This design comes from an exercise in tuning for a short achievable clock period and few clock cycles on the open sky130 flow, not from production work. Only simulation tests tie the RTL to the original design; equivalence was not proved. Power and IR drop assume default switching activity.

## flow/design.v

```verilog
`timescale 1ns / 1ps
module TinyMIPS(clk, rst, data_fromRAM, wrEn, addr_toRAM, data_toRAM);
	input clk, rst;
	output reg wrEn;
	input [15:0] data_fromRAM;
	output reg [15:0] data_toRAM;
	output reg [7:0] addr_toRAM;
	reg [15:0] RF [7:0];
	reg [7:0] ar;            
	reg       afetch;        
	reg       wr;            
	reg [15:0] dr;           
	reg [7:0] pcf;           
	reg [7:0] fr;            
	reg       cfetch;        
	reg       csel;          
	reg       pf;            
	reg [15:0] cdat;
	reg [15:0] cd [0:15];
	reg [3:0] ctg [0:15];
	reg [15:0] cvl;
	reg       fv, f_btb;
	reg [7:0] fpc;
	reg [1:0] qn;
	reg [15:0] q0i, q1i;
	reg [7:0] q0p, q1p;
	reg       q0t, q1t, q0b, q1b;
	reg       ev, e_ann;
	reg       e_alu, e_mul, e_ld, e_st, e_sh, e_beq, e_blt, e_bgt, e_pred, e_btb, e_off1, e_off2;
	reg [2:0] ed;
	reg [15:0] eA, eB, eC;
	reg [1:0] cA, cB, cC;    
	reg [1:0] tA, tB, tC;    
	reg       sAr, sAm, sAl, sBr, sBm, sBl, sCr, sCm, sCl;   
	reg       sAe, sBe, sCe;                                 
	reg [7:0] e_pc;
	reg [5:0] e_imm;
	reg       skip_pend;
	reg       misp_r;            
	reg [7:0] redir_r, redir1_r, redir2_r;
	reg       rv, mv, lv;
	reg [2:0] rd_, md, ldd;
	reg [15:0] res_r, mres_r, ld_r;
	reg       memv, wbv;
	reg [2:0] memd, wbd;
	reg       m2v, m3v;
	reg [2:0] m2d, m3d;
	reg [7:0] smc_pc, smc_pc1;
	reg [3:0] bv;
	reg [7:0] bpc0, bpc1, bpc2, bpc3, btg0, btg1, btg2, btg3, btp0, btp1, btp2, btp3;
	reg [1:0] bptr;
	reg       bi_r, bd_r;
	reg [7:0] bi_pc, bi_tg, bi_tp;
	always @* begin
		addr_toRAM = ar;
		wrEn = wr;
		data_toRAM = dr;
	end
	wire [15:0] opA = ({16{sAr}} & res_r) | ({16{sAm}} & mres_r) | ({16{sAl}} & ld_r) | ({16{sAe}} & eA);
	wire [15:0] opB = ({16{sBr}} & res_r) | ({16{sBm}} & mres_r) | ({16{sBl}} & ld_r) | ({16{sBe}} & eB);
	wire [15:0] opC = ({16{sCr}} & res_r) | ({16{sCm}} & mres_r) | ({16{sCl}} & ld_r) | ({16{sCe}} & eC);
	reg e_wait;
	wire evx = ev & ~e_ann;                    
	wire ex_go = evx & ~e_wait & ~smc & ~misp_r;
	wire ex_hold = evx & e_st & wr & (&ar);    
	wire [15:0] sum;
	TinyMIPS_add16 u_add (.a(opB), .b(opC), .s(sum));
	wire sh_zero = (|opC[15:6]) | opC[4];
	wire [15:0] sh = sh_zero ? 16'd0 : (opC[5] ? (opB << opC[3:0]) : (opB >> opC[3:0]));
	wire [15:0] alu = e_sh ? sh : sum;
	wire ex_alu = ex_go & e_alu;
	wire ex_st = ex_go & e_st & ~ex_hold;
	wire ex_ld = ex_go & e_ld;
	wire ex_mem = ex_st | ex_ld;
	wire [7:0] sa = sum[7:0];
	wire tk = (e_beq & (opA == opB)) | (e_blt & (opA < opB)) | (e_bgt & (opA > opB));
	wire e_br = e_beq | e_blt | e_bgt;
	wire [7:0] e_pc1 = e_pc + 8'd1;
	wire [7:0] e_pc2 = e_pc + 8'd2;
	wire [7:0] e_tgt = e_pc + {{2{e_imm[5]}}, e_imm};
	wire [7:0] e_tgt1 = e_pc + {{2{e_imm[5]}}, e_imm} + 8'd1;
	wire [7:0] e_tgt2 = e_pc + {{2{e_imm[5]}}, e_imm} + 8'd2;
	wire [7:0] e_pc3 = e_pc + 8'd3;
	wire taken = tk & ~e_off1 & ~(e_off2 & ~e_pred);
	wire skip_now = ex_go & e_br & tk & e_off2 & ~e_pred;
	wire misp = (ex_go & (e_br ? (taken != e_pred) : e_pred)) | (ev & e_ann & e_pred & ~smc & ~misp_r);
	reg [15:0] mr0, mr1, mr2, mr3, mr4, mr5, mz0r, mz1r;
	wire mw1 = eB[0] & eC[0];
	wire mw2 = eB[1] & eC[0];
	wire mw3 = eB[0] & eC[1];
	wire mw4 = eB[2] & eC[0];
	wire mw5 = eB[1] & eC[1];
	wire mw6 = eB[0] & eC[2];
	wire mw7 = eB[3] & eC[0];
	wire mw8 = eB[2] & eC[1];
	wire mw9 = eB[1] & eC[2];
	wire mw10 = eB[0] & eC[3];
	wire mw11 = eB[4] & eC[0];
	wire mw12 = eB[3] & eC[1];
	wire mw13 = eB[2] & eC[2];
	wire mw14 = eB[1] & eC[3];
	wire mw15 = eB[0] & eC[4];
	wire mw16 = eB[5] & eC[0];
	wire mw17 = eB[4] & eC[1];
	wire mw18 = eB[3] & eC[2];
	wire mw19 = eB[2] & eC[3];
	wire mw20 = eB[1] & eC[4];
	wire mw21 = eB[0] & eC[5];
	wire mw22 = eB[6] & eC[0];
	wire mw23 = eB[5] & eC[1];
	wire mw24 = eB[4] & eC[2];
	wire mw25 = eB[3] & eC[3];
	wire mw26 = eB[2] & eC[4];
	wire mw27 = eB[1] & eC[5];
	wire mw28 = eB[0] & eC[6];
	wire mw29 = eB[7] & eC[0];
	wire mw30 = eB[6] & eC[1];
	wire mw31 = eB[5] & eC[2];
	wire mw32 = eB[4] & eC[3];
	wire mw33 = eB[3] & eC[4];
	wire mw34 = eB[2] & eC[5];
	wire mw35 = eB[1] & eC[6];
	wire mw36 = eB[0] & eC[7];
	wire mw37 = eB[8] & eC[0];
	wire mw38 = eB[7] & eC[1];
	wire mw39 = eB[6] & eC[2];
	wire mw40 = eB[5] & eC[3];
	wire mw41 = eB[4] & eC[4];
	wire mw42 = eB[3] & eC[5];
	wire mw43 = eB[2] & eC[6];
	wire mw44 = eB[1] & eC[7];
	wire mw45 = eB[0] & eC[8];
	wire mw46 = eB[9] & eC[0];
	wire mw47 = eB[8] & eC[1];
	wire mw48 = eB[7] & eC[2];
	wire mw49 = eB[6] & eC[3];
	wire mw50 = eB[5] & eC[4];
	wire mw51 = eB[4] & eC[5];
	wire mw52 = eB[3] & eC[6];
	wire mw53 = eB[2] & eC[7];
	wire mw54 = eB[1] & eC[8];
	wire mw55 = eB[0] & eC[9];
	wire mw56 = eB[10] & eC[0];
	wire mw57 = eB[9] & eC[1];
	wire mw58 = eB[8] & eC[2];
	wire mw59 = eB[7] & eC[3];
	wire mw60 = eB[6] & eC[4];
	wire mw61 = eB[5] & eC[5];
	wire mw62 = eB[4] & eC[6];
	wire mw63 = eB[3] & eC[7];
	wire mw64 = eB[2] & eC[8];
	wire mw65 = eB[1] & eC[9];
	wire mw66 = eB[0] & eC[10];
	wire mw67 = eB[11] & eC[0];
	wire mw68 = eB[10] & eC[1];
	wire mw69 = eB[9] & eC[2];
	wire mw70 = eB[8] & eC[3];
	wire mw71 = eB[7] & eC[4];
	wire mw72 = eB[6] & eC[5];
	wire mw73 = eB[5] & eC[6];
	wire mw74 = eB[4] & eC[7];
	wire mw75 = eB[3] & eC[8];
	wire mw76 = eB[2] & eC[9];
	wire mw77 = eB[1] & eC[10];
	wire mw78 = eB[0] & eC[11];
	wire mw79 = eB[12] & eC[0];
	wire mw80 = eB[11] & eC[1];
	wire mw81 = eB[10] & eC[2];
	wire mw82 = eB[9] & eC[3];
	wire mw83 = eB[8] & eC[4];
	wire mw84 = eB[7] & eC[5];
	wire mw85 = eB[6] & eC[6];
	wire mw86 = eB[5] & eC[7];
	wire mw87 = eB[4] & eC[8];
	wire mw88 = eB[3] & eC[9];
	wire mw89 = eB[2] & eC[10];
	wire mw90 = eB[1] & eC[11];
	wire mw91 = eB[0] & eC[12];
	wire mw92 = eB[13] & eC[0];
	wire mw93 = eB[12] & eC[1];
	wire mw94 = eB[11] & eC[2];
	wire mw95 = eB[10] & eC[3];
	wire mw96 = eB[9] & eC[4];
	wire mw97 = eB[8] & eC[5];
	wire mw98 = eB[7] & eC[6];
	wire mw99 = eB[6] & eC[7];
	wire mw100 = eB[5] & eC[8];
	wire mw101 = eB[4] & eC[9];
	wire mw102 = eB[3] & eC[10];
	wire mw103 = eB[2] & eC[11];
	wire mw104 = eB[1] & eC[12];
	wire mw105 = eB[0] & eC[13];
	wire mw106 = eB[14] & eC[0];
	wire mw107 = eB[13] & eC[1];
	wire mw108 = eB[12] & eC[2];
	wire mw109 = eB[11] & eC[3];
	wire mw110 = eB[10] & eC[4];
	wire mw111 = eB[9] & eC[5];
	wire mw112 = eB[8] & eC[6];
	wire mw113 = eB[7] & eC[7];
	wire mw114 = eB[6] & eC[8];
	wire mw115 = eB[5] & eC[9];
	wire mw116 = eB[4] & eC[10];
	wire mw117 = eB[3] & eC[11];
	wire mw118 = eB[2] & eC[12];
	wire mw119 = eB[1] & eC[13];
	wire mw120 = eB[0] & eC[14];
	wire mw121 = eB[15] & eC[0];
	wire mw122 = eB[14] & eC[1];
	wire mw123 = eB[13] & eC[2];
	wire mw124 = eB[12] & eC[3];
	wire mw125 = eB[11] & eC[4];
	wire mw126 = eB[10] & eC[5];
	wire mw127 = eB[9] & eC[6];
	wire mw128 = eB[8] & eC[7];
	wire mw129 = eB[7] & eC[8];
	wire mw130 = eB[6] & eC[9];
	wire mw131 = eB[5] & eC[10];
	wire mw132 = eB[4] & eC[11];
	wire mw133 = eB[3] & eC[12];
	wire mw134 = eB[2] & eC[13];
	wire mw135 = eB[1] & eC[14];
	wire mw136 = eB[0] & eC[15];
	wire mw137 = mw92 ^ mw93;
	wire mw138 = mw92 & mw93;
	wire mw139 = mw106 ^ mw107 ^ mw108;
	wire mw140 = (mw106 & mw107) | (mw106 & mw108) | (mw107 & mw108);
	wire mw141 = mw109 ^ mw110;
	wire mw142 = mw109 & mw110;
	wire mw143 = mw121 ^ mw122 ^ mw123;
	wire mw144 = (mw121 & mw122) | (mw121 & mw123) | (mw122 & mw123);
	wire mw145 = mw124 ^ mw125 ^ mw126;
	wire mw146 = (mw124 & mw125) | (mw124 & mw126) | (mw125 & mw126);
	wire mw147 = mw127 ^ mw128;
	wire mw148 = mw127 & mw128;
	wire mw149 = mw46 ^ mw47;
	wire mw150 = mw46 & mw47;
	wire mw151 = mw56 ^ mw57 ^ mw58;
	wire mw152 = (mw56 & mw57) | (mw56 & mw58) | (mw57 & mw58);
	wire mw153 = mw59 ^ mw60;
	wire mw154 = mw59 & mw60;
	wire mw155 = mw67 ^ mw68 ^ mw69;
	wire mw156 = (mw67 & mw68) | (mw67 & mw69) | (mw68 & mw69);
	wire mw157 = mw70 ^ mw71 ^ mw72;
	wire mw158 = (mw70 & mw71) | (mw70 & mw72) | (mw71 & mw72);
	wire mw159 = mw73 ^ mw74;
	wire mw160 = mw73 & mw74;
	wire mw161 = mw79 ^ mw80 ^ mw81;
	wire mw162 = (mw79 & mw80) | (mw79 & mw81) | (mw80 & mw81);
	wire mw163 = mw82 ^ mw83 ^ mw84;
	wire mw164 = (mw82 & mw83) | (mw82 & mw84) | (mw83 & mw84);
	wire mw165 = mw85 ^ mw86 ^ mw87;
	wire mw166 = (mw85 & mw86) | (mw85 & mw87) | (mw86 & mw87);
	wire mw167 = mw88 ^ mw89;
	wire mw168 = mw88 & mw89;
	wire mw169 = mw94 ^ mw95 ^ mw96;
	wire mw170 = (mw94 & mw95) | (mw94 & mw96) | (mw95 & mw96);
	wire mw171 = mw97 ^ mw98 ^ mw99;
	wire mw172 = (mw97 & mw98) | (mw97 & mw99) | (mw98 & mw99);
	wire mw173 = mw100 ^ mw101 ^ mw102;
	wire mw174 = (mw100 & mw101) | (mw100 & mw102) | (mw101 & mw102);
	wire mw175 = mw103 ^ mw104 ^ mw105;
	wire mw176 = (mw103 & mw104) | (mw103 & mw105) | (mw104 & mw105);
	wire mw177 = mw111 ^ mw112 ^ mw113;
	wire mw178 = (mw111 & mw112) | (mw111 & mw113) | (mw112 & mw113);
	wire mw179 = mw114 ^ mw115 ^ mw116;
	wire mw180 = (mw114 & mw115) | (mw114 & mw116) | (mw115 & mw116);
	wire mw181 = mw117 ^ mw118 ^ mw119;
	wire mw182 = (mw117 & mw118) | (mw117 & mw119) | (mw118 & mw119);
	wire mw183 = mw120 ^ mw139 ^ mw141;
	wire mw184 = (mw120 & mw139) | (mw120 & mw141) | (mw139 & mw141);
	wire mw185 = mw129 ^ mw130 ^ mw131;
	wire mw186 = (mw129 & mw130) | (mw129 & mw131) | (mw130 & mw131);
	wire mw187 = mw132 ^ mw133 ^ mw134;
	wire mw188 = (mw132 & mw133) | (mw132 & mw134) | (mw133 & mw134);
	wire mw189 = mw135 ^ mw136 ^ mw143;
	wire mw190 = (mw135 & mw136) | (mw135 & mw143) | (mw136 & mw143);
	wire mw191 = mw145 ^ mw147 ^ mw140;
	wire mw192 = (mw145 & mw147) | (mw145 & mw140) | (mw147 & mw140);
	wire mw193 = mw22 ^ mw23;
	wire mw194 = mw22 & mw23;
	wire mw195 = mw29 ^ mw30 ^ mw31;
	wire mw196 = (mw29 & mw30) | (mw29 & mw31) | (mw30 & mw31);
	wire mw197 = mw32 ^ mw33;
	wire mw198 = mw32 & mw33;
	wire mw199 = mw37 ^ mw38 ^ mw39;
	wire mw200 = (mw37 & mw38) | (mw37 & mw39) | (mw38 & mw39);
	wire mw201 = mw40 ^ mw41 ^ mw42;
	wire mw202 = (mw40 & mw41) | (mw40 & mw42) | (mw41 & mw42);
	wire mw203 = mw43 ^ mw44;
	wire mw204 = mw43 & mw44;
	wire mw205 = mw48 ^ mw49 ^ mw50;
	wire mw206 = (mw48 & mw49) | (mw48 & mw50) | (mw49 & mw50);
	wire mw207 = mw51 ^ mw52 ^ mw53;
	wire mw208 = (mw51 & mw52) | (mw51 & mw53) | (mw52 & mw53);
	wire mw209 = mw54 ^ mw55 ^ mw149;
	wire mw210 = (mw54 & mw55) | (mw54 & mw149) | (mw55 & mw149);
	wire mw211 = mw61 ^ mw62 ^ mw63;
	wire mw212 = (mw61 & mw62) | (mw61 & mw63) | (mw62 & mw63);
	wire mw213 = mw64 ^ mw65 ^ mw66;
	wire mw214 = (mw64 & mw65) | (mw64 & mw66) | (mw65 & mw66);
	wire mw215 = mw151 ^ mw153 ^ mw150;
	wire mw216 = (mw151 & mw153) | (mw151 & mw150) | (mw153 & mw150);
	wire mw217 = mw75 ^ mw76 ^ mw77;
	wire mw218 = (mw75 & mw76) | (mw75 & mw77) | (mw76 & mw77);
	wire mw219 = mw78 ^ mw155 ^ mw157;
	wire mw220 = (mw78 & mw155) | (mw78 & mw157) | (mw155 & mw157);
	wire mw221 = mw159 ^ mw152 ^ mw154;
	wire mw222 = (mw159 & mw152) | (mw159 & mw154) | (mw152 & mw154);
	wire mw223 = mw90 ^ mw91 ^ mw161;
	wire mw224 = (mw90 & mw91) | (mw90 & mw161) | (mw91 & mw161);
	wire mw225 = mw163 ^ mw165 ^ mw167;
	wire mw226 = (mw163 & mw165) | (mw163 & mw167) | (mw165 & mw167);
	wire mw227 = mw156 ^ mw158 ^ mw160;
	wire mw228 = (mw156 & mw158) | (mw156 & mw160) | (mw158 & mw160);
	wire mw229 = mw137 ^ mw169 ^ mw171;
	wire mw230 = (mw137 & mw169) | (mw137 & mw171) | (mw169 & mw171);
	wire mw231 = mw173 ^ mw175 ^ mw162;
	wire mw232 = (mw173 & mw175) | (mw173 & mw162) | (mw175 & mw162);
	wire mw233 = mw164 ^ mw166 ^ mw168;
	wire mw234 = (mw164 & mw166) | (mw164 & mw168) | (mw166 & mw168);
	wire mw235 = mw138 ^ mw177 ^ mw179;
	wire mw236 = (mw138 & mw177) | (mw138 & mw179) | (mw177 & mw179);
	wire mw237 = mw181 ^ mw183 ^ mw170;
	wire mw238 = (mw181 & mw183) | (mw181 & mw170) | (mw183 & mw170);
	wire mw239 = mw172 ^ mw174 ^ mw176;
	wire mw240 = (mw172 & mw174) | (mw172 & mw176) | (mw174 & mw176);
	wire mw241 = mw142 ^ mw185 ^ mw187;
	wire mw242 = (mw142 & mw185) | (mw142 & mw187) | (mw185 & mw187);
	wire mw243 = mw189 ^ mw191 ^ mw178;
	wire mw244 = (mw189 & mw191) | (mw189 & mw178) | (mw191 & mw178);
	wire mw245 = mw180 ^ mw182 ^ mw184;
	wire mw246 = (mw180 & mw182) | (mw180 & mw184) | (mw182 & mw184);
	wire [15:0] mq0 = {mw241, mw235, mw229, mw223, mw217, mw211, mw205, mw45, mw34, mw24, mw16, mw11, mw7, mw4, mw2, mw1};
	wire [15:0] mq1 = {mw243, mw237, mw231, mw225, mw219, mw213, mw207, mw199, mw35, mw25, mw17, mw12, mw8, mw5, mw3, 1'b0};
	wire [15:0] mq2 = {mw245, mw239, mw233, mw227, mw221, mw215, mw209, mw201, mw36, mw26, mw18, mw13, mw9, mw6, 1'b0, 1'b0};
	wire [15:0] mq3 = {mw236, mw230, mw224, mw218, mw212, mw206, mw200, mw203, mw195, mw27, mw19, mw14, mw10, 1'b0, 1'b0, 1'b0};
	wire [15:0] mq4 = {mw238, mw232, mw226, mw220, mw214, mw208, mw202, mw196, mw197, mw28, mw20, mw15, 1'b0, 1'b0, 1'b0, 1'b0};
	wire [15:0] mq5 = {mw240, mw234, mw228, mw222, mw216, mw210, mw204, mw198, mw194, mw193, mw21, 1'b0, 1'b0, 1'b0, 1'b0, 1'b0};
	wire mw247 = mr0[4] ^ mr1[4];
	wire mw248 = mr0[4] & mr1[4];
	wire mw249 = mr0[5] ^ mr1[5] ^ mr2[5];
	wire mw250 = (mr0[5] & mr1[5]) | (mr0[5] & mr2[5]) | (mr1[5] & mr2[5]);
	wire mw251 = mr3[5] ^ mr4[5];
	wire mw252 = mr3[5] & mr4[5];
	wire mw253 = mr0[6] ^ mr1[6] ^ mr2[6];
	wire mw254 = (mr0[6] & mr1[6]) | (mr0[6] & mr2[6]) | (mr1[6] & mr2[6]);
	wire mw255 = mr3[6] ^ mr4[6] ^ mr5[6];
	wire mw256 = (mr3[6] & mr4[6]) | (mr3[6] & mr5[6]) | (mr4[6] & mr5[6]);
	wire mw257 = mr0[7] ^ mr1[7] ^ mr2[7];
	wire mw258 = (mr0[7] & mr1[7]) | (mr0[7] & mr2[7]) | (mr1[7] & mr2[7]);
	wire mw259 = mr3[7] ^ mr4[7] ^ mr5[7];
	wire mw260 = (mr3[7] & mr4[7]) | (mr3[7] & mr5[7]) | (mr4[7] & mr5[7]);
	wire mw261 = mr0[8] ^ mr1[8] ^ mr2[8];
	wire mw262 = (mr0[8] & mr1[8]) | (mr0[8] & mr2[8]) | (mr1[8] & mr2[8]);
	wire mw263 = mr3[8] ^ mr4[8] ^ mr5[8];
	wire mw264 = (mr3[8] & mr4[8]) | (mr3[8] & mr5[8]) | (mr4[8] & mr5[8]);
	wire mw265 = mr0[9] ^ mr1[9] ^ mr2[9];
	wire mw266 = (mr0[9] & mr1[9]) | (mr0[9] & mr2[9]) | (mr1[9] & mr2[9]);
	wire mw267 = mr3[9] ^ mr4[9] ^ mr5[9];
	wire mw268 = (mr3[9] & mr4[9]) | (mr3[9] & mr5[9]) | (mr4[9] & mr5[9]);
	wire mw269 = mr0[10] ^ mr1[10] ^ mr2[10];
	wire mw270 = (mr0[10] & mr1[10]) | (mr0[10] & mr2[10]) | (mr1[10] & mr2[10]);
	wire mw271 = mr3[10] ^ mr4[10] ^ mr5[10];
	wire mw272 = (mr3[10] & mr4[10]) | (mr3[10] & mr5[10]) | (mr4[10] & mr5[10]);
	wire mw273 = mr0[11] ^ mr1[11] ^ mr2[11];
	wire mw274 = (mr0[11] & mr1[11]) | (mr0[11] & mr2[11]) | (mr1[11] & mr2[11]);
	wire mw275 = mr3[11] ^ mr4[11] ^ mr5[11];
	wire mw276 = (mr3[11] & mr4[11]) | (mr3[11] & mr5[11]) | (mr4[11] & mr5[11]);
	wire mw277 = mr0[12] ^ mr1[12] ^ mr2[12];
	wire mw278 = (mr0[12] & mr1[12]) | (mr0[12] & mr2[12]) | (mr1[12] & mr2[12]);
	wire mw279 = mr3[12] ^ mr4[12] ^ mr5[12];
	wire mw280 = (mr3[12] & mr4[12]) | (mr3[12] & mr5[12]) | (mr4[12] & mr5[12]);
	wire mw281 = mr0[13] ^ mr1[13] ^ mr2[13];
	wire mw282 = (mr0[13] & mr1[13]) | (mr0[13] & mr2[13]) | (mr1[13] & mr2[13]);
	wire mw283 = mr3[13] ^ mr4[13] ^ mr5[13];
	wire mw284 = (mr3[13] & mr4[13]) | (mr3[13] & mr5[13]) | (mr4[13] & mr5[13]);
	wire mw285 = mr0[14] ^ mr1[14] ^ mr2[14];
	wire mw286 = (mr0[14] & mr1[14]) | (mr0[14] & mr2[14]) | (mr1[14] & mr2[14]);
	wire mw287 = mr3[14] ^ mr4[14] ^ mr5[14];
	wire mw288 = (mr3[14] & mr4[14]) | (mr3[14] & mr5[14]) | (mr4[14] & mr5[14]);
	wire mw289 = mr0[15] ^ mr1[15] ^ mr2[15];
	wire mw290 = (mr0[15] & mr1[15]) | (mr0[15] & mr2[15]) | (mr1[15] & mr2[15]);
	wire mw291 = mr3[15] ^ mr4[15] ^ mr5[15];
	wire mw292 = (mr3[15] & mr4[15]) | (mr3[15] & mr5[15]) | (mr4[15] & mr5[15]);
	wire mw293 = mr0[3] ^ mr1[3];
	wire mw294 = mr0[3] & mr1[3];
	wire mw295 = mr2[4] ^ mr3[4] ^ mr4[4];
	wire mw296 = (mr2[4] & mr3[4]) | (mr2[4] & mr4[4]) | (mr3[4] & mr4[4]);
	wire mw297 = mr5[5] ^ mw249 ^ mw251;
	wire mw298 = (mr5[5] & mw249) | (mr5[5] & mw251) | (mw249 & mw251);
	wire mw299 = mw253 ^ mw255 ^ mw250;
	wire mw300 = (mw253 & mw255) | (mw253 & mw250) | (mw255 & mw250);
	wire mw301 = mw257 ^ mw259 ^ mw254;
	wire mw302 = (mw257 & mw259) | (mw257 & mw254) | (mw259 & mw254);
	wire mw303 = mw261 ^ mw263 ^ mw258;
	wire mw304 = (mw261 & mw263) | (mw261 & mw258) | (mw263 & mw258);
	wire mw305 = mw265 ^ mw267 ^ mw262;
	wire mw306 = (mw265 & mw267) | (mw265 & mw262) | (mw267 & mw262);
	wire mw307 = mw269 ^ mw271 ^ mw266;
	wire mw308 = (mw269 & mw271) | (mw269 & mw266) | (mw271 & mw266);
	wire mw309 = mw273 ^ mw275 ^ mw270;
	wire mw310 = (mw273 & mw275) | (mw273 & mw270) | (mw275 & mw270);
	wire mw311 = mw277 ^ mw279 ^ mw274;
	wire mw312 = (mw277 & mw279) | (mw277 & mw274) | (mw279 & mw274);
	wire mw313 = mw281 ^ mw283 ^ mw278;
	wire mw314 = (mw281 & mw283) | (mw281 & mw278) | (mw283 & mw278);
	wire mw315 = mw285 ^ mw287 ^ mw282;
	wire mw316 = (mw285 & mw287) | (mw285 & mw282) | (mw287 & mw282);
	wire mw317 = mw289 ^ mw291 ^ mw286;
	wire mw318 = (mw289 & mw291) | (mw289 & mw286) | (mw291 & mw286);
	wire mw319 = mr0[2] ^ mr1[2];
	wire mw320 = mr0[2] & mr1[2];
	wire mw321 = mr2[3] ^ mr3[3] ^ mw293;
	wire mw322 = (mr2[3] & mr3[3]) | (mr2[3] & mw293) | (mr3[3] & mw293);
	wire mw323 = mw247 ^ mw295 ^ mw294;
	wire mw324 = (mw247 & mw295) | (mw247 & mw294) | (mw295 & mw294);
	wire mw325 = mw248 ^ mw297 ^ mw296;
	wire mw326 = (mw248 & mw297) | (mw248 & mw296) | (mw297 & mw296);
	wire mw327 = mw252 ^ mw299 ^ mw298;
	wire mw328 = (mw252 & mw299) | (mw252 & mw298) | (mw299 & mw298);
	wire mw329 = mw256 ^ mw301 ^ mw300;
	wire mw330 = (mw256 & mw301) | (mw256 & mw300) | (mw301 & mw300);
	wire mw331 = mw260 ^ mw303 ^ mw302;
	wire mw332 = (mw260 & mw303) | (mw260 & mw302) | (mw303 & mw302);
	wire mw333 = mw264 ^ mw305 ^ mw304;
	wire mw334 = (mw264 & mw305) | (mw264 & mw304) | (mw305 & mw304);
	wire mw335 = mw268 ^ mw307 ^ mw306;
	wire mw336 = (mw268 & mw307) | (mw268 & mw306) | (mw307 & mw306);
	wire mw337 = mw272 ^ mw309 ^ mw308;
	wire mw338 = (mw272 & mw309) | (mw272 & mw308) | (mw309 & mw308);
	wire mw339 = mw276 ^ mw311 ^ mw310;
	wire mw340 = (mw276 & mw311) | (mw276 & mw310) | (mw311 & mw310);
	wire mw341 = mw280 ^ mw313 ^ mw312;
	wire mw342 = (mw280 & mw313) | (mw280 & mw312) | (mw313 & mw312);
	wire mw343 = mw284 ^ mw315 ^ mw314;
	wire mw344 = (mw284 & mw315) | (mw284 & mw314) | (mw315 & mw314);
	wire mw345 = mw288 ^ mw317 ^ mw316;
	wire mw346 = (mw288 & mw317) | (mw288 & mw316) | (mw317 & mw316);
	wire [15:0] mz0 = {mw345, mw343, mw341, mw339, mw337, mw335, mw333, mw331, mw329, mw327, mw325, mw323, mw321, mr2[2], mr0[1], mr0[0]};
	wire [15:0] mz1 = {mw344, mw342, mw340, mw338, mw336, mw334, mw332, mw330, mw328, mw326, mw324, mw322, mw320, mw319, mr1[1], 1'b0};
	wire [15:0] mres;
	TinyMIPS_add16 u_madd (.a(mz0r), .b(mz1r), .s(mres));
	wire [15:0] fdat = csel ? cdat : data_fromRAM;
	wire [3:0] fop = fdat[15:12];
	wire f_stat = fv & (fop == 4'd8 || fop == 4'd9 || fop == 4'd10) & fdat[5] & ~f_btb;
	wire f_pred = f_stat | (fv & f_btb);
	wire [7:0] f_tgt = fpc + {{2{fdat[5]}}, fdat[5:0]};
	wire [7:0] f_tgt1 = fpc + {{2{fdat[5]}}, fdat[5:0]} + 8'd1;
	wire anyf = afetch | cfetch;
	wire cmiss = cfetch & (~(cvl[fr[3:0]] & (ctg[fr[3:0]] == fr[7:4])) | (wr & (fr == ar)));
	wire [3:0] bh = {bv[3] & (bpc3 == fr), bv[2] & (bpc2 == fr), bv[1] & (bpc1 == fr), bv[0] & (bpc0 == fr)};
	wire bhit = anyf & (|bh);
	wire [7:0] bt = ({8{bh[0]}} & btg0) | ({8{bh[1]}} & btg1) | ({8{bh[2]}} & btg2) | ({8{bh[3]}} & btg3);
	wire [7:0] bt1 = ({8{bh[0]}} & btp0) | ({8{bh[1]}} & btp1) | ({8{bh[2]}} & btp2) | ({8{bh[3]}} & btp3);
	wire d_valid = (qn != 2'd0) | fv;
	wire [15:0] di = (qn != 2'd0) ? q0i : fdat;
	wire [7:0] dp = (qn != 2'd0) ? q0p : fpc;
	wire d_pred = (qn != 2'd0) ? q0t : f_pred;
	wire d_btb = (qn != 2'd0) ? q0b : f_btb;
	wire [3:0] op = di[15:12];
	wire [2:0] sA = di[11:9], sB = di[8:6], sC = di[5:3];
	wire is_add = op == 4'd0, is_addi = op == 4'd1, is_mul = op == 4'd2, is_srl = op == 4'd3;
	wire is_ld = op == 4'd4, is_st = op == 4'd5, is_cp = op == 4'd6, is_cpi = op == 4'd7;
	wire is_beq = op == 4'd8, is_blt = op == 4'd9, is_bgt = op == 4'd10;
	wire useA = is_st | is_beq | is_blt | is_bgt;
	wire useB = ~is_cpi & (op <= 4'd10);
	wire useC = is_add | is_mul | is_srl;
	wire [15:0] rA = (rv && rd_ == sA) ? res_r : (mv && md == sA) ? mres_r : (lv && ldd == sA) ? ld_r : RF[sA];
	wire [15:0] rB = (rv && rd_ == sB) ? res_r : (mv && md == sB) ? mres_r : (lv && ldd == sB) ? ld_r : RF[sB];
	wire [15:0] rC = (rv && rd_ == sC) ? res_r : (mv && md == sC) ? mres_r : (lv && ldd == sC) ? ld_r : RF[sC];
	wire exw = evx & (e_alu | e_mul | e_ld);
	wire memw = memv & ~(ex_alu & (ed == memd));
	wire [3:0] fwA = (exw && ed == sA) ? (e_alu ? 4'b0100 : e_mul ? 4'b1101 : 4'b1110) :
	                 (m2v && m2d == sA) ? 4'b1001 : (memw && memd == sA) ? 4'b1010 :
	                 (m3v && m3d == sA) ? 4'b0101 : (wbv && wbd == sA) ? 4'b0110 : 4'b0000;
	wire [3:0] fwB = (exw && ed == sB) ? (e_alu ? 4'b0100 : e_mul ? 4'b1101 : 4'b1110) :
	                 (m2v && m2d == sB) ? 4'b1001 : (memw && memd == sB) ? 4'b1010 :
	                 (m3v && m3d == sB) ? 4'b0101 : (wbv && wbd == sB) ? 4'b0110 : 4'b0000;
	wire [3:0] fwC = (exw && ed == sC) ? (e_alu ? 4'b0100 : e_mul ? 4'b1101 : 4'b1110) :
	                 (m2v && m2d == sC) ? 4'b1001 : (memw && memd == sC) ? 4'b1010 :
	                 (m3v && m3d == sC) ? 4'b0101 : (wbv && wbd == sC) ? 4'b0110 : 4'b0000;
	wire smc = wr & ((ev & (e_pc == ar)) | ((qn != 2'd0) & (q0p == ar)) | ((qn == 2'd2) & (q1p == ar)) |
	                 (fv & (fpc == ar)));
	wire flush = misp_r | smc;
	wire ex_free = ~(evx & (e_wait | ex_hold));
	wire cons = d_valid & ex_free;
	wire pred_redir = f_stat & ~flush;
	wire fv_nf = anyf & ~f_stat & ~cmiss;
	wire [1:0] qn_nf = qn + {1'b0, fv} - {1'b0, cons};
	wire room = (qn_nf == 2'd0) | ((qn_nf == 2'd1) & ~fv_nf);
	wire fetch = ~ex_mem & room;
	wire fill = pf & ~csel;
	wire cfet = ex_mem & room & ~f_stat;
	wire hit_t = cvl[e_tgt[3:0]] & (ctg[e_tgt[3:0]] == e_tgt[7:4]) &
	             ~(fill & (fpc[3:0] == e_tgt[3:0])) & ~(wr & (ar[3:0] == e_tgt[3:0]));
	wire hit_p = cvl[e_pc1[3:0]] & (ctg[e_pc1[3:0]] == e_pc1[7:4]) &
	             ~(fill & (fpc[3:0] == e_pc1[3:0])) & ~(wr & (ar[3:0] == e_pc1[3:0]));
	reg       rhit_r;
	wire credir = misp_r & ~smc & rhit_r;
	wire [7:0] redir = smc ? smc_pc : credir ? redir1_r : redir_r;
	wire [7:0] redir1 = smc ? smc_pc1 : credir ? redir2_r : redir1_r;
	wire [7:0] fa_n = f_stat ? f_tgt : cmiss ? fr : (bhit ? bt : pcf);
	wire [7:0] fa1_n = f_stat ? f_tgt1 : cmiss ? fr + 8'd1 : (bhit ? bt1 : pcf + 8'd1);
	wire b_ins = ex_go & e_br & taken & ~e_btb;
	wire b_del = ex_go & e_br & ~taken & e_btb;
	always @(posedge clk) begin
		if (lv) RF[ldd] <= ld_r;
		if (mv) RF[md] <= mres_r;
		if (rv) RF[rd_] <= res_r;
		res_r <= alu;
		rd_ <= ed;
		mres_r <= mres;
		md <= m3d;
		ld_r <= data_fromRAM;
		ldd <= wbd;
		fpc <= credir ? redir_r : fr;
		memd <= ed;
		wbd <= memd;
		m2d <= ed;
		mr0 <= mq0;
		mr1 <= mq1;
		mr2 <= mq2;
		mr3 <= mq3;
		mr4 <= mq4;
		mr5 <= mq5;
		mz0r <= mz0;
		mz1r <= mz1;
		m3d <= m2d;
		dr <= opA;
		ar <= ex_mem ? sa : (flush ? redir : fa_n);
		fr <= flush ? redir : fa_n;
		cdat <= cd[credir ? redir_r[3:0] : fr[3:0]];
		if (fill) begin
			cd[fpc[3:0]] <= data_fromRAM;
			ctg[fpc[3:0]] <= fpc[7:4];
		end
		redir_r <= (taken & ~e_ann) ? e_tgt : e_pc1;
		redir1_r <= (taken & ~e_ann) ? e_tgt1 : e_pc2;
		redir2_r <= (taken & ~e_ann) ? e_tgt2 : e_pc3;
		rhit_r <= (taken & ~e_ann) ? hit_t : hit_p;
		if (ex_st) begin
			smc_pc <= e_pc1;
			smc_pc1 <= e_pc2;
		end
		f_btb <= bhit & ~credir;
		bi_pc <= e_pc;
		bi_tg <= e_tgt;
		bi_tp <= e_tgt1;
		if (qn == 2'd0 || (qn == 2'd1 && cons)) begin
			q0i <= fdat; q0p <= fpc; q0t <= f_pred; q0b <= f_btb;
		end
		else if (qn == 2'd2 && cons) begin
			q0i <= q1i; q0p <= q1p; q0t <= q1t; q0b <= q1b;
		end
		if (!(qn == 2'd2 && !cons)) begin
			q1i <= fdat; q1p <= fpc; q1t <= f_pred; q1b <= f_btb;
		end
		if (bi_r) begin
			case (bptr)
			2'd0: begin bpc0 <= bi_pc; btg0 <= bi_tg; btp0 <= bi_tp; end
			2'd1: begin bpc1 <= bi_pc; btg1 <= bi_tg; btp1 <= bi_tp; end
			2'd2: begin bpc2 <= bi_pc; btg2 <= bi_tg; btp2 <= bi_tp; end
			default: begin bpc3 <= bi_pc; btg3 <= bi_tg; btp3 <= bi_tp; end
			endcase
		end
		if (ex_free) begin
			e_alu <= is_add | is_addi | is_srl | is_cp | is_cpi;
			e_mul <= is_mul;
			e_ld <= is_ld;
			e_st <= is_st;
			e_sh <= is_srl;
			e_beq <= is_beq;
			e_blt <= is_blt;
			e_bgt <= is_bgt;
			e_pred <= d_pred;
			e_btb <= d_btb;
			e_ann <= skip_now | skip_pend;
			e_off1 <= di[5:0] == 6'd1;
			e_off2 <= di[5:0] == 6'd2;
			ed <= sA;
			cA <= useA ? fwA[3:2] : 2'd0;
			cB <= useB ? fwB[3:2] : 2'd0;
			cC <= useC ? fwC[3:2] : 2'd0;
			tA <= fwA[1:0];
			tB <= fwB[1:0];
			tC <= fwC[1:0];
			e_pc <= dp;
			e_imm <= di[5:0];
		end
		else begin
			if (cA != 2'd0) cA <= cA - 2'd1;
			if (cB != 2'd0) cB <= cB - 2'd1;
			if (cC != 2'd0) cC <= cC - 2'd1;
		end
		eA <= ({16{ex_free}} & rA) | ({16{~ex_free}} & opA);
		eB <= ({16{ex_free}} & (is_cpi ? {7'd0, di[8:0]} : rB)) | ({16{~ex_free}} & opB);
		eC <= ({16{ex_free}} & (useC ? rC : is_addi ? {{10{di[5]}}, di[5:0]} : (is_ld | is_st) ? {10'd0, di[5:0]} : 16'd0)) | ({16{~ex_free}} & opC);
		sAr <= ex_free ? (useA & (fwA == 4'b0100)) : ((cA == 2'd2) & (tA == 2'd0));
		sAm <= ex_free ? (useA & (fwA == 4'b0101)) : ((cA == 2'd2) & (tA == 2'd1));
		sAl <= ex_free ? (useA & (fwA == 4'b0110)) : ((cA == 2'd2) & (tA == 2'd2));
		sBr <= ex_free ? (useB & (fwB == 4'b0100)) : ((cB == 2'd2) & (tB == 2'd0));
		sBm <= ex_free ? (useB & (fwB == 4'b0101)) : ((cB == 2'd2) & (tB == 2'd1));
		sBl <= ex_free ? (useB & (fwB == 4'b0110)) : ((cB == 2'd2) & (tB == 2'd2));
		sCr <= ex_free ? (useC & (fwC == 4'b0100)) : ((cC == 2'd2) & (tC == 2'd0));
		sCm <= ex_free ? (useC & (fwC == 4'b0101)) : ((cC == 2'd2) & (tC == 2'd1));
		sCl <= ex_free ? (useC & (fwC == 4'b0110)) : ((cC == 2'd2) & (tC == 2'd2));
		e_wait <= ex_free ? ((useA & fwA[3]) | (useB & fwB[3]) | (useC & fwC[3]) |
		                     (is_mul & ((useB & (fwB[3:2] == 2'd1)) | (useC & (fwC[3:2] == 2'd1))))) :
		                    ((cA == 2'd3) | (cB == 2'd3) | (cC == 2'd3) | (e_mul & ((cB == 2'd2) | (cC == 2'd2))));
		sAe <= ex_free ? ~(useA & (fwA[3:2] == 2'd1)) : (cA != 2'd2);
		sBe <= ex_free ? ~(useB & (fwB[3:2] == 2'd1)) : (cB != 2'd2);
		sCe <= ex_free ? ~(useC & (fwC[3:2] == 2'd1)) : (cC != 2'd2);
		if (rst) begin
			ar <= 8'd0;
			afetch <= 1'b1;
			cfetch <= 1'b0;
			csel <= 1'b0;
			pf <= 1'b0;
			fr <= 8'd0;
			cvl <= 16'd0;
			wr <= 1'b0;
			pcf <= 8'd1;
			fv <= 1'b0;
			qn <= 2'd0;
			ev <= 1'b0;
			rv <= 1'b0;
			mv <= 1'b0;
			lv <= 1'b0;
			memv <= 1'b0;
			wbv <= 1'b0;
			m2v <= 1'b0;
			m3v <= 1'b0;
			bv <= 4'd0;
			bptr <= 2'd0;
			bi_r <= 1'b0;
			bd_r <= 1'b0;
			skip_pend <= 1'b0;
			misp_r <= 1'b0;
		end
		else begin
			wr <= ex_st;
			afetch <= flush | fetch;
			cfetch <= ~flush & cfet;
			csel <= cfetch | credir;
			pf <= afetch;
			fv <= credir | (~flush & fv_nf);
			if (fill) cvl[fpc[3:0]] <= 1'b1;
			if (wr) cvl[ar[3:0]] <= 1'b0;
			qn <= flush ? 2'd0 : qn_nf;
			pcf <= flush ? redir1 : ((fetch | cfet) ? fa1_n : fa_n);
			if (ex_free | flush)
				ev <= cons & ~flush;
			misp_r <= misp & ~flush;
			rv <= ex_alu;
			mv <= m3v;
			m3v <= m2v & ~(ex_alu && ed == m2d);
			lv <= wbv;
			memv <= ex_ld;
			wbv <= memw;
			m2v <= ex_go & e_mul;
			skip_pend <= (skip_now | skip_pend) & ~cons & ~flush;
			bi_r <= b_ins;
			bd_r <= b_del;
			if (bi_r) begin
				bv[bptr] <= 1'b1;
				bptr <= bptr + 2'd1;
			end
			if (bd_r) begin
				if (bpc0 == bi_pc) bv[0] <= 1'b0;
				if (bpc1 == bi_pc) bv[1] <= 1'b0;
				if (bpc2 == bi_pc) bv[2] <= 1'b0;
				if (bpc3 == bi_pc) bv[3] <= 1'b0;
			end
			if (wr) begin
				if (bpc0 == ar) bv[0] <= 1'b0;
				if (bpc1 == ar) bv[1] <= 1'b0;
				if (bpc2 == ar) bv[2] <= 1'b0;
				if (bpc3 == ar) bv[3] <= 1'b0;
			end
		end
	end
endmodule
module TinyMIPS_add16(a, b, s);
	input [15:0] a, b;
	output [15:0] s;
	wire [15:0] g0 = a & b, p0 = a ^ b;
	wire [15:0] g1, p1, g2, p2, g3, p3, g4;
	genvar i;
	generate for (i = 0; i < 16; i = i + 1) begin : pf
		if (i >= 1) begin : a1
			assign g1[i] = g0[i] | (p0[i] & g0[i-1]);
			assign p1[i] = p0[i] & p0[i-1];
		end else begin : b1
			assign g1[i] = g0[i];
			assign p1[i] = p0[i];
		end
		if (i >= 2) begin : a2
			assign g2[i] = g1[i] | (p1[i] & g1[i-2]);
			assign p2[i] = p1[i] & p1[i-2];
		end else begin : b2
			assign g2[i] = g1[i];
			assign p2[i] = p1[i];
		end
		if (i >= 4) begin : a3
			assign g3[i] = g2[i] | (p2[i] & g2[i-4]);
			assign p3[i] = p2[i] & p2[i-4];
		end else begin : b3
			assign g3[i] = g2[i];
			assign p3[i] = p2[i];
		end
		if (i >= 8) begin : a4
			assign g4[i] = g3[i] | (p3[i] & g3[i-8]);
		end else begin : b4
			assign g4[i] = g3[i];
		end
	end endgenerate
	assign s = p0 ^ {g4[14:0], 1'b0};
endmodule
```

## flow/run.sh

```bash
#!/bin/bash
# synth_recipe.tcl (not shown) runs the flow's synth.tcl, then flattens the netlist and writes it again
# the make line also repeats each setting of config.mk as NAME=value (left out here)
make -C /OpenROAD-flow-scripts/flow DESIGN_CONFIG=/design/flow/config.mk WORK_HOME=/design/flow/orfs CLKGATE_MAP_FILE= SYNTH_SCRIPT=/design/flow/synth_recipe.tcl finish
```

## flow/config.mk

```make
export PLATFORM = sky130hd
export DESIGN_NAME = TinyMIPS
export DESIGN_NICKNAME = TinyMIPS
export VERILOG_FILES = /design/flow/design.v
export SDC_FILE = /design/flow/constraint.sdc
export NUM_CORES = 4
export LEC_CHECK = 0
export CAP_MARGIN = 20
export CORE_MARGIN = 2
export CORE_UTILIZATION = 40
export SETUP_SLACK_MARGIN = 4.3
export SLEW_MARGIN = 20
```

## flow/constraint.sdc

```tcl
create_clock -name core_clock -period 7.0 [get_ports {clk}]
set_input_delay 1.4000 -clock core_clock [delete_from_list [all_inputs] [get_ports {clk}]]
set_output_delay 1.4000 -clock core_clock [all_outputs]
set_load 0.01 [all_outputs]
```

==> impl_results.md, run 1 <==
- Seq/Total Area, Yosys: about half
- Residual DRC: 0
- Routed len/inst: around 26 um
- Crit Path Max Fanout: 5
- Net Switching: 0.0125 W
- Critical path arrival: 4.30 ns
- Antenna violations before repair: 1
- Critical-path cell list: buf_8, buf_6, mux2i_4, inv_2, ha_4, fa_2, a21o_1, a21oi_2, o21bai_1, a21oi_2, xor2_2, buf_6, buf_12, o221ai_4, nor2_1, a211o_1, a311oi_2
- Area growth, synth to finish: 31.3%
- RSZ-0062 raised after global routing: yes
- Die area: 0.136 mm2
- H-tree depth: 3
- Sequential Area: between 0.02 and 0.03 mm2
- Logic pwr share: 51.5%
- Max-slew headroom: a little over an eighth
- Net Count, Synth: 4,944
- I/O pin count: 43
- Post-synth top area cell: edfxtp_1
- CP Buf/Inv Count: 5
- Startpoint Class: input port
- Synth cell count leaders: edfxtp_1, nand2_1, dfxtp_1
- Slowest CP cell: fa_2
- Multi-input gate area: approximately 0.028 mm2
- Hold Crit Class: register to register
- Lkg Pwr: 26.5 nW
- Pre-CTS setup slack: 1.58 ns
- Clk buf depth: 3
- Clk pwr share: 19.5%
- Status: no timing/DRC/antenna violations
- Largest net degree at the start of global routing: 58
- Routed WL: around 180,000 um
- Drt first-iter violations: 4,774
- Final Hold Vio Count: 0
- Setup_tns: 0 ns
- Maxcap violations: 0
- Delay-heaviest family, CP: compound AO/OA/AOI/OAI gates
- Die H: around 370 um
- Via-to-Cell Ratio: a little under 6
- Overall power: ~0.032 W
- Clock latency on the worst-skew pair: 0.78 ns
- Clock Pin Slew Worst Setup and Hold Paths: 0.07 ns
- Tcrit/Tclk final: roughly half
- GRT Total Usage: about 26%
- Mapped Avg Cell Area: around 11 um2
- Setup CP Type: input port to register
- Vias in the first global route: 40.5k
- Switch share: 39.6%
- Clock sinks: 1,039
- Crit. End Element: register
- Fraction of registers with async set or reset after synthesis: 0%
- Fill cells: 10.8k
- Cell Int Power: 0.0191 W
- Fin worst setup slack: 3.38 ns
- Grt total ovfl: 0
- Num CTS Buffers: around 110
- CP max stage delay: roughly 0.36 ns
- EDFF count, synth: 654
- Initial core utilization: 40.4%
- Worst hold margin: 0.325 ns
- Rows: 133
- Pwr dens: 453 mW/mm2
- Top post-synthesis cells by area: edfxtp_1, dfxtp_1, mux4_2
- Clock root cell: clkbuf_16
- Yosys cell types: 77
- Final setup vio count: 0
- Slew @ Worst Pin: 1.26 ns
- Req. time, crit path: between 7 and 8 ns
- Most common cell in the netlist: edfxtp_1
- Antenna-violating nets left: 0
- Slew Viols, Final: 0
- Synthesis-stage register bit count: 1,039
- Sequential Power Share: approximately 29%
- Die width: 369 um
- Top-area cell type share of the netlist area: 36.8%
- I/O Buffers: 42
- CTS tree: yes
- First-pass DRT Iterations: 6
- Post-Syn Area: roughly 0.053 mm2
- Placer congestion estimate: 0.921
- Vias: 41.5k
- Post-synthesis cell count: 4,734
- Layout cells sized above 1: 32.5%
- Tmin final: 3.62 ns
- Cts hold-fix bufs: 0
- DP HPWL: 107,000 um
- Main synth FF type: edfxtp_1
- Clock Skews: 0.0791 ns
- Antenna diodes: 0
- Maximum vdd drop: 0.291 mV
- Fmax: between 200 and 300 MHz
- Number of flip-flops in the largest register: 256
- CORE AREA: 0.132 mm2
- Ys Warns: 1
- First-pass GRT wire length: 263,000 um
- Final nets: roughly 5.4k
-- kinds of logic after synthesis --
family          after synthesis  share of synthesized area, %
compound gates              952                          11.7
xor+xnor                    324                          5.32
fa+ha+maj                   193                          5.68
buf+inv                     560                          4.17
flops                      1039                          51.3
mux                         366                          10.8
simple gates               1300                          11.1
-- stage by stage --
| step | area, um2 | cells | util [%] |
|---|---|---|---|
| floorplan | 54500 | 4734 | - |
| global placement | 56500 | 6327 | 42.9 |
| detailed placement | 56500 | 6328 | 42.9 |
| CTS | 67700 | 6930 | 51.4 |
| global route | 70000 | 7038 | 53.1 |
| finish | 70000 | 7038 | 53.1 |
-- what timing repair did --
item                                    in CTS  in global routing
setup buffers                              329                103
pin swaps                                  234                185
endpoints found under the hold margin        0                  0
endpoints found under the setup margin     558                292
gates resized for setup                    913                299
cloned                                      61                  5
-- area by class of cell --
class | count | area share, %
repair buffers | 653 | 11.0
clock buffers | 143 | 4.35
clock inverters | 69 | 1.16
repair inverters | 4 | 0.0393
inverters | 227 | 1.32
well taps | 1755 | 3.14
multi-input cells | 3148 | 39.7
flip-flops and latches | 1039 | 39.3
-- placed cells by master, fill, tap and decap left out, drive strengths merged, types with 118 or more instances in the layout --
cell type,instances
xnor2,182
and2,118
o21ai,118
nor2,363
dfxtp,385
inv,223
clkbuf,149
buf,635
mux4,157
nand2,494
a21oi,298
edfxtp,654
mux2i,131
xor2,142
a211oi,125
-- final timing paths --
kind	start	endpoint	slack [ns]	cells after the start
max	data_fromRAM[0]	pcf[6]	3.38	17
min	mr1[1]	mz1r[1]	0.33	0
max reg2reg	res_r[4]	redir_r[3]	3.51	12
min reg2reg	mr1[1]	mz1r[1]	0.33	0
-- per-layer routing --
layer / part of all wire [%] / vias up / wire length, um / track usage (%)
met1: 40 / 20600 / 72400 / 34.3
met5: 0.0039 / - / 7 / 0
met2: 46 / 2181 / 82700 / 40.3
met4: 5.7 / 2 / 10200 / 13.0
li1: - / 18100 / - / -
met3: 8.7 / 542 / 15700 / 4.12
-- power groups by stage --
stage	logic (W)	registers (W)	clock network, W
floorplan	0.00842	0.00838	0
global placement	0.0107	0.00927	0
detailed placement	0.0109	0.00928	0
CTS	0.0148	0.00909	0.00622
global route	0.0172	0.00927	0.00647
finish	0.0163	0.00919	0.00617
Testbench counts, summed over its fixed seeds: cycles 42,088.
==> run 2, diff against run 1 <==
--- a/flow/design.v
+++ b/flow/design.v
@@ -75,3 +75,5 @@
 	wire [7:0] sa = sum[7:0];
-	wire tk = (e_beq & (opA == opB)) | (e_blt & (opA < opB)) | (e_bgt & (opA > opB));
+	wire c_gt, c_lt, c_eq;
+	TinyMIPS_cmp16 u_cmp (.a(opA), .b(opB), .gt(c_gt), .lt(c_lt), .eq(c_eq));
+	wire tk = (e_beq & c_eq) | (e_blt & c_lt) | (e_bgt & c_gt);
 	wire e_br = e_beq | e_blt | e_bgt;
@@ -468,16 +470,22 @@
 	wire useC = is_add | is_mul | is_srl;
-	wire [15:0] rA = (rv && rd_ == sA) ? res_r : (mv && md == sA) ? mres_r : (lv && ldd == sA) ? ld_r : RF[sA];
-	wire [15:0] rB = (rv && rd_ == sB) ? res_r : (mv && md == sB) ? mres_r : (lv && ldd == sB) ? ld_r : RF[sB];
-	wire [15:0] rC = (rv && rd_ == sC) ? res_r : (mv && md == sC) ? mres_r : (lv && ldd == sC) ? ld_r : RF[sC];
 	wire exw = evx & (e_alu | e_mul | e_ld);
 	wire memw = memv & ~(ex_alu & (ed == memd));
-	wire [3:0] fwA = (exw && ed == sA) ? (e_alu ? 4'b0100 : e_mul ? 4'b1101 : 4'b1110) :
-	                 (m2v && m2d == sA) ? 4'b1001 : (memw && memd == sA) ? 4'b1010 :
-	                 (m3v && m3d == sA) ? 4'b0101 : (wbv && wbd == sA) ? 4'b0110 : 4'b0000;
-	wire [3:0] fwB = (exw && ed == sB) ? (e_alu ? 4'b0100 : e_mul ? 4'b1101 : 4'b1110) :
-	                 (m2v && m2d == sB) ? 4'b1001 : (memw && memd == sB) ? 4'b1010 :
-	                 (m3v && m3d == sB) ? 4'b0101 : (wbv && wbd == sB) ? 4'b0110 : 4'b0000;
-	wire [3:0] fwC = (exw && ed == sC) ? (e_alu ? 4'b0100 : e_mul ? 4'b1101 : 4'b1110) :
-	                 (m2v && m2d == sC) ? 4'b1001 : (memw && memd == sC) ? 4'b1010 :
-	                 (m3v && m3d == sC) ? 4'b0101 : (wbv && wbd == sC) ? 4'b0110 : 4'b0000;
+	wire [15:0] RFv [0:7];
+	wire [3:0] fwv [0:7];
+	genvar gr;
+	generate for (gr = 0; gr < 8; gr = gr + 1) begin : rfv
+		assign RFv[gr] = (rv && rd_ == gr) ? res_r : (mv && md == gr) ? mres_r : (lv && ldd == gr) ? ld_r : RF[gr];
+		assign fwv[gr] = (exw && ed == gr) ? (e_alu ? 4'b0100 : e_mul ? 4'b1101 : 4'b1110) :
+		                 (m2v && m2d == gr) ? 4'b1001 : (memw && memd == gr) ? 4'b1010 :
+		                 (m3v && m3d == gr) ? 4'b0101 : (wbv && wbd == gr) ? 4'b0110 : 4'b0000;
+	end endgenerate
+	wire [2:0] qA = q0i[11:9], qB = q0i[8:6], qC = q0i[5:3];
+	wire [2:0] fA = fdat[11:9], fB = fdat[8:6], fC = fdat[5:3];
+	wire qsel = qn != 2'd0;
+	wire [15:0] rA = qsel ? RFv[qA] : RFv[fA];
+	wire [15:0] rB = qsel ? RFv[qB] : RFv[fB];
+	wire [15:0] rC = qsel ? RFv[qC] : RFv[fC];
+	wire [3:0] fwA = qsel ? fwv[qA] : fwv[fA];
+	wire [3:0] fwB = qsel ? fwv[qB] : fwv[fB];
+	wire [3:0] fwC = qsel ? fwv[qC] : fwv[fC];
 	wire smc = wr & ((ev & (e_pc == ar)) | ((qn != 2'd0) & (q0p == ar)) | ((qn == 2'd2) & (q1p == ar)) |
@@ -494,8 +502,3 @@
 	wire cfet = ex_mem & room & ~f_stat;
-	wire hit_t = cvl[e_tgt[3:0]] & (ctg[e_tgt[3:0]] == e_tgt[7:4]) &
-	             ~(fill & (fpc[3:0] == e_tgt[3:0])) & ~(wr & (ar[3:0] == e_tgt[3:0]));
-	wire hit_p = cvl[e_pc1[3:0]] & (ctg[e_pc1[3:0]] == e_pc1[7:4]) &
-	             ~(fill & (fpc[3:0] == e_pc1[3:0])) & ~(wr & (ar[3:0] == e_pc1[3:0]));
-	reg       rhit_r;
-	wire credir = misp_r & ~smc & rhit_r;
+	wire credir = misp_r & ~smc & cvl[redir_r[3:0]] & (ctg[redir_r[3:0]] == redir_r[7:4]);
 	wire [7:0] redir = smc ? smc_pc : credir ? redir1_r : redir_r;
@@ -507,5 +510,10 @@
 	always @(posedge clk) begin
-		if (lv) RF[ldd] <= ld_r;
-		if (mv) RF[md] <= mres_r;
-		if (rv) RF[rd_] <= res_r;
+		RF[0] <= RFv[0];
+		RF[1] <= RFv[1];
+		RF[2] <= RFv[2];
+		RF[3] <= RFv[3];
+		RF[4] <= RFv[4];
+		RF[5] <= RFv[5];
+		RF[6] <= RFv[6];
+		RF[7] <= RFv[7];
 		res_r <= alu;
@@ -540,3 +548,2 @@
 		redir2_r <= (taken & ~e_ann) ? e_tgt2 : e_pc3;
-		rhit_r <= (taken & ~e_ann) ? hit_t : hit_p;
 		if (ex_st) begin
@@ -719 +726,28 @@
 endmodule
+module TinyMIPS_cmp16(a, b, gt, lt, eq);
+	input [15:0] a, b;
+	output gt, lt, eq;
+	wire [15:0] g0 = a & ~b, l0 = ~a & b, e0 = ~(a ^ b);
+	wire [7:0] g1, l1, e1;
+	wire [3:0] g2, l2, e2;
+	wire [1:0] g3, l3, e3;
+	genvar i;
+	generate for (i = 0; i < 8; i = i + 1) begin : c1
+		assign g1[i] = g0[2*i+1] | (e0[2*i+1] & g0[2*i]);
+		assign l1[i] = l0[2*i+1] | (e0[2*i+1] & l0[2*i]);
+		assign e1[i] = e0[2*i+1] & e0[2*i];
+	end endgenerate
+	generate for (i = 0; i < 4; i = i + 1) begin : c2
+		assign g2[i] = g1[2*i+1] | (e1[2*i+1] & g1[2*i]);
+		assign l2[i] = l1[2*i+1] | (e1[2*i+1] & l1[2*i]);
+		assign e2[i] = e1[2*i+1] & e1[2*i];
+	end endgenerate
+	generate for (i = 0; i < 2; i = i + 1) begin : c3
+		assign g3[i] = g2[2*i+1] | (e2[2*i+1] & g2[2*i]);
+		assign l3[i] = l2[2*i+1] | (e2[2*i+1] & l2[2*i]);
+		assign e3[i] = e2[2*i+1] & e2[2*i];
+	end endgenerate
+	assign gt = g3[1] | (e3[1] & g3[0]);
+	assign lt = l3[1] | (e3[1] & l3[0]);
+	assign eq = e3[1] & e3[0];
+endmodule
==> impl_results.md, run 2 <==
- Status: no timing/DRC/antenna violations
- CTS tree: yes
- Vias: 58.6k (+41%)
- Most common cell after layout, fill and taps aside: nand2_1
- Seq/Total Area, Yosys: 44.3% (-7.0 points)
- Drt first-iter violations: 8,671 (+82%)
- Max-slew headroom: 22.2% (+8.6 points)
- Clock sinks: 1,038 (-0.096%)
- Sequential Area: 0.0262 mm2 (-4.6%)
- Multi-input gate area: 0.0351 mm2 (+26%)
- Antenna-violating nets left: 0 (unchanged)
- Maximum vdd drop: 0.316 mV (+8.7%)
- Fraction of registers with async set or reset after synthesis: 0% (unchanged)
- Top-area cell type share of the netlist area: 26.8% (-10 points)
- Via-to-Cell Ratio: 6.57 (+12%)
- Req. time, crit path: 7.60 ns (-0.08 ns)
- Synthesis-stage register bit count: 1,038 (-0.096%)
- Critical path arrival: 4.40 ns (+0.10 ns)
- Slew @ Worst Pin: 1.16 ns (-0.0969 ns)
- Crit Path Max Fanout: 7 (+2)
- Lkg Pwr: 31.2 nW (+18%)
- Maxcap violations: 0 (unchanged)
- Finished Core Util: 54.3% (+1.2 points)
- Initial core utilization: 40.3% (-0.11 points)
- Hold Crit Class: register to register
- Synth cell count leaders: nand2_1, nor2_1, edfxtp_1
- Die area: 0.150 mm2 (+10%)
- Final Hold Vio Count: 0 (unchanged)
- First-pass DRT Iterations: 8 (+2)
- Clock latency on the worst-skew pair: 0.76 ns (-0.02 ns)
- Rows: 140 (+5.3%)
- First-pass GRT wire length: 407,000 um (+55%)
- Routed len/inst: 33.0 um (+28%)
- Placer congestion estimate: 1.06 (+15%)
- Mapped Avg Cell Area: 9.30 um2 (-17%)
- I/O pin count: 43 (unchanged)
- Vias in the first global route: 54.8k (+35%)
- CORE AREA: 0.146 mm2 (+11%)
- RSZ-0062 raised after global routing: yes
- Crit. End Element: register
- Setup CP Type: register to register
- EDFF count, synth: 526 (-20%)
- Tcrit/Tclk final: 54.3% (+2.5 points)
- Layout cells sized above 1: 32.7% (+0.18 points)
- Clock Pin Slew Worst Setup and Hold Paths: 0.06 ns (about the same)
- GRT Total Usage: 37.4% (+12 points)
- Pwr dens: 440 mW/mm2 (-2.9%)
- Num CTS Buffers: 114 (+2.7%)
- Most frequent cells in the layout: nand2_1, buf_4, edfxtp_1, nor2_1, dfxtp_1
- DP HPWL: 178,000 um (+67%)
- Ys Warns: 2 (+1)
- Most common cell in the netlist: nand2_1
- Final nets: 7,131 (+32%)
- Net Count, Synth: 6,551 (+33%)
- Tmin final: 3.80 ns (+0.177 ns)
- Grt total ovfl: 0 (unchanged)
- Post-Syn Area: 0.0589 mm2 (+10%)
- Area growth, synth to finish: 34.6%
- Final setup vio count: 0 (unchanged)
- Post-synth top area cell: edfxtp_1
- Largest net degree at the start of global routing: 89 (+53%)
- Fill cells: 12.7k (+18%)
- Post-synthesis cell count: 6,325 (+34%)
- Setup_tns: 0 ns (unchanged)
- Main synth FF type: edfxtp_1
- Cts hold-fix bufs: 0 (unchanged)
- Clock Skews: 0.0301 ns (-0.0491 ns)
- Antenna violations before repair: 11 (+10)
- Number of flip-flops in the largest register: 256 (unchanged)
- Clk buf depth: 3 (unchanged)
- Fmax: 263 MHz (-4.7%)
- I/O Buffers: 42 (unchanged)
- Die width: 388 um (+5.0%)
- Routed WL: 294,000 um (+63%)
- Residual DRC: 0 (unchanged)
- Slew Viols, Final: 0 (unchanged)
- Clock root cell: clkbuf_16
- Die H: 388 um (+5.0%)
- Startpoint Class: register
- H-tree depth: 3 (unchanged)
- Yosys cell types: 88 (+14%)
- Top post-synthesis cells by area: edfxtp_1, dfxtp_1, nand2_1
run 2: changes by cell type after synthesis, moves of 69 or more:
cell / delta
a211oi_1: +89
a21oi_1: +97
clkbuf_1: +138
dfxtp_1: +127
edfxtp_1: -128
inv_1: +81
mux2i_1: +81
mux4_2: -93
nand2_1: +299
nand3_1: +69
nor2_1: +235
o21ai_0: +191
run 2: final timing paths:
check	slack (ns)	to	depth (start not counted)	from
setup / recovery	3.20	ar[3]	15	redir2_r[0]
hold / removal	0.33	mz0r[1]	0	mr0[1]
setup reg to reg	3.20	ar[3]	15	redir2_r[0]
hold reg to reg	0.33	mz0r[1]	0	mr0[1]
run 2: power by group:
part / switching (W) / leakage, nW / total [W] / internal (W)
sequential: 0.00169 / 9.21 / 0.00961 / 0.00792
clock: 0.00265 / 1.92 / 0.00628 / 0.00363
combinational: 0.0117 / 20.1 / 0.0189 / 0.00727
total: 0.0160 / 31.2 / 0.0348 / 0.0188
run 2: layer usage:
| layer | wire [um] | vias up | share of wire (%) | global-route usage [%] |
|---|---|---|---|---|
| met4 | 22000 | 8 | 7.5 | 21.3 |
| li1 | - | 24200 | - | - |
| met1 | 111000 | 28600 | 38 | 49.3 |
| met3 | 41900 | 1266 | 14 | 12.9 |
| met2 | 119000 | 4626 | 40 | 53.0 |
| met5 | 81 | - | 0.028 | 0 |
run 2: cell families (layout without fill, tap and decap cells):
family                   after synthesis  count (layout)  synth area share, %
AND/OR/NAND/NOR                     1949            1951                 14.5
buffers and inverters                804            1479                 5.39
AO/OA/AOI/OAI                       1739            1742                 19.5
adder cells (fa/ha/maj)              209             209                 5.49
flip-flops                          1038            1038                 44.3
other                                  0               4                    0
multiplexers                         317             317                 6.84
XOR/XNOR                             269             269                 4.00
run 2: final cells by class:
cell class / count / area share (%)
antenna: 4 / 0.0126
clock buffer: 153 / 4.09
clock inverter: 63 / 0.812
inverter: 315 / 1.65
multi-input combinational: 4488 / 44.4
sequential: 1038 / 33.1
tap: 1917 / 3.03
timing repair buffer: 944 / 12.9
timing repair inverter: 4 / 0.0521
run 2: worst max-delay path, cell delays in order, from the launching register on:
cell	delay (ns)
dfxtp_4	0.46
buf_6	0.16
mux4_2	0.50
mux4_2	0.54
xnor2_2	0.14
nand4_1	0.16
nor3_4	0.18
buf_4	0.15
buf_6	0.12
buf_12	0.13
buf_12	0.13
mux2_4	0.30
mux2_4	0.27
mux2i_4	0.17
and2_1	0.15
a211oi_1	0.05
run 2: per-stage QoR:
| step | setup slack (ns) | instances | area (um2) | hold WS [ns] | total power, W |
|---|---|---|---|---|---|
| after floorplan | 3.28 | 6325 | 60100 | 0.310 | 0.0177 |
| after global placement | 1.37 | 8003 | 62100 | 0.310 | 0.0228 |
| after detailed placement | 1.23 | 8005 | 62100 | 0.312 | 0.0229 |
| after CTS | 3.23 | 8760 | 75600 | 0.329 | 0.0325 |
| after global routing | 3.06 | 8924 | 79200 | 0.334 | 0.0358 |
| final | 3.20 | 8926 | 79200 | 0.326 | 0.0348 |
run 2: what timing repair did:
action | in CTS | in global routing
buffers inserted | 498 | 153
gates cloned | 41 | 8
endpoints found under the setup margin | 425 | 266
pin swaps | 305 | 263
resized for setup | 1357 | 503
Testbench counts of run 2, summed over its fixed seeds: cycles 42,078.

[port drivers added, routing unchanged]
The flow's constraints put no driver on any port. The routed layouts listed below were extracted and timed again, unchanged, in two steps. Step 1 sets driving cells, clkbuf_16 on the clock port and buf_2 on the other inputs (assumed; they add their load-dependent delay and slew). Step 2 adds t to the input delays and takes it off the output delays; t is the mean of the earliest and latest rising clock arrival at the registers after step 1. Input paths then give back, and output paths get back, about the clock's delay inside the block. Slacks: ideal ports / drivers / drivers and shift; pairs: ideal ports / drivers.
run | t, ns | setup slack, ns | clock arrival spread, ns | slew at the worst register clock pin (ns) | worst data-port slew with drivers (ns)
run 1 | 0.820 | 3.377 / 3.408 / 2.588 | 0.079 / 0.080 | 0.07 / 0.07 | 0.08
run 2 | 0.833 | 3.200 / 3.200 / 2.594 | 0.032 / 0.033 | 0.07 / 0.07 | 0.06
After both steps setup and hold are still met in every run listed. For run 1, which loses most, drivers alone change the setup slack by +0.031 ns; drivers and shift together by -0.789 ns.
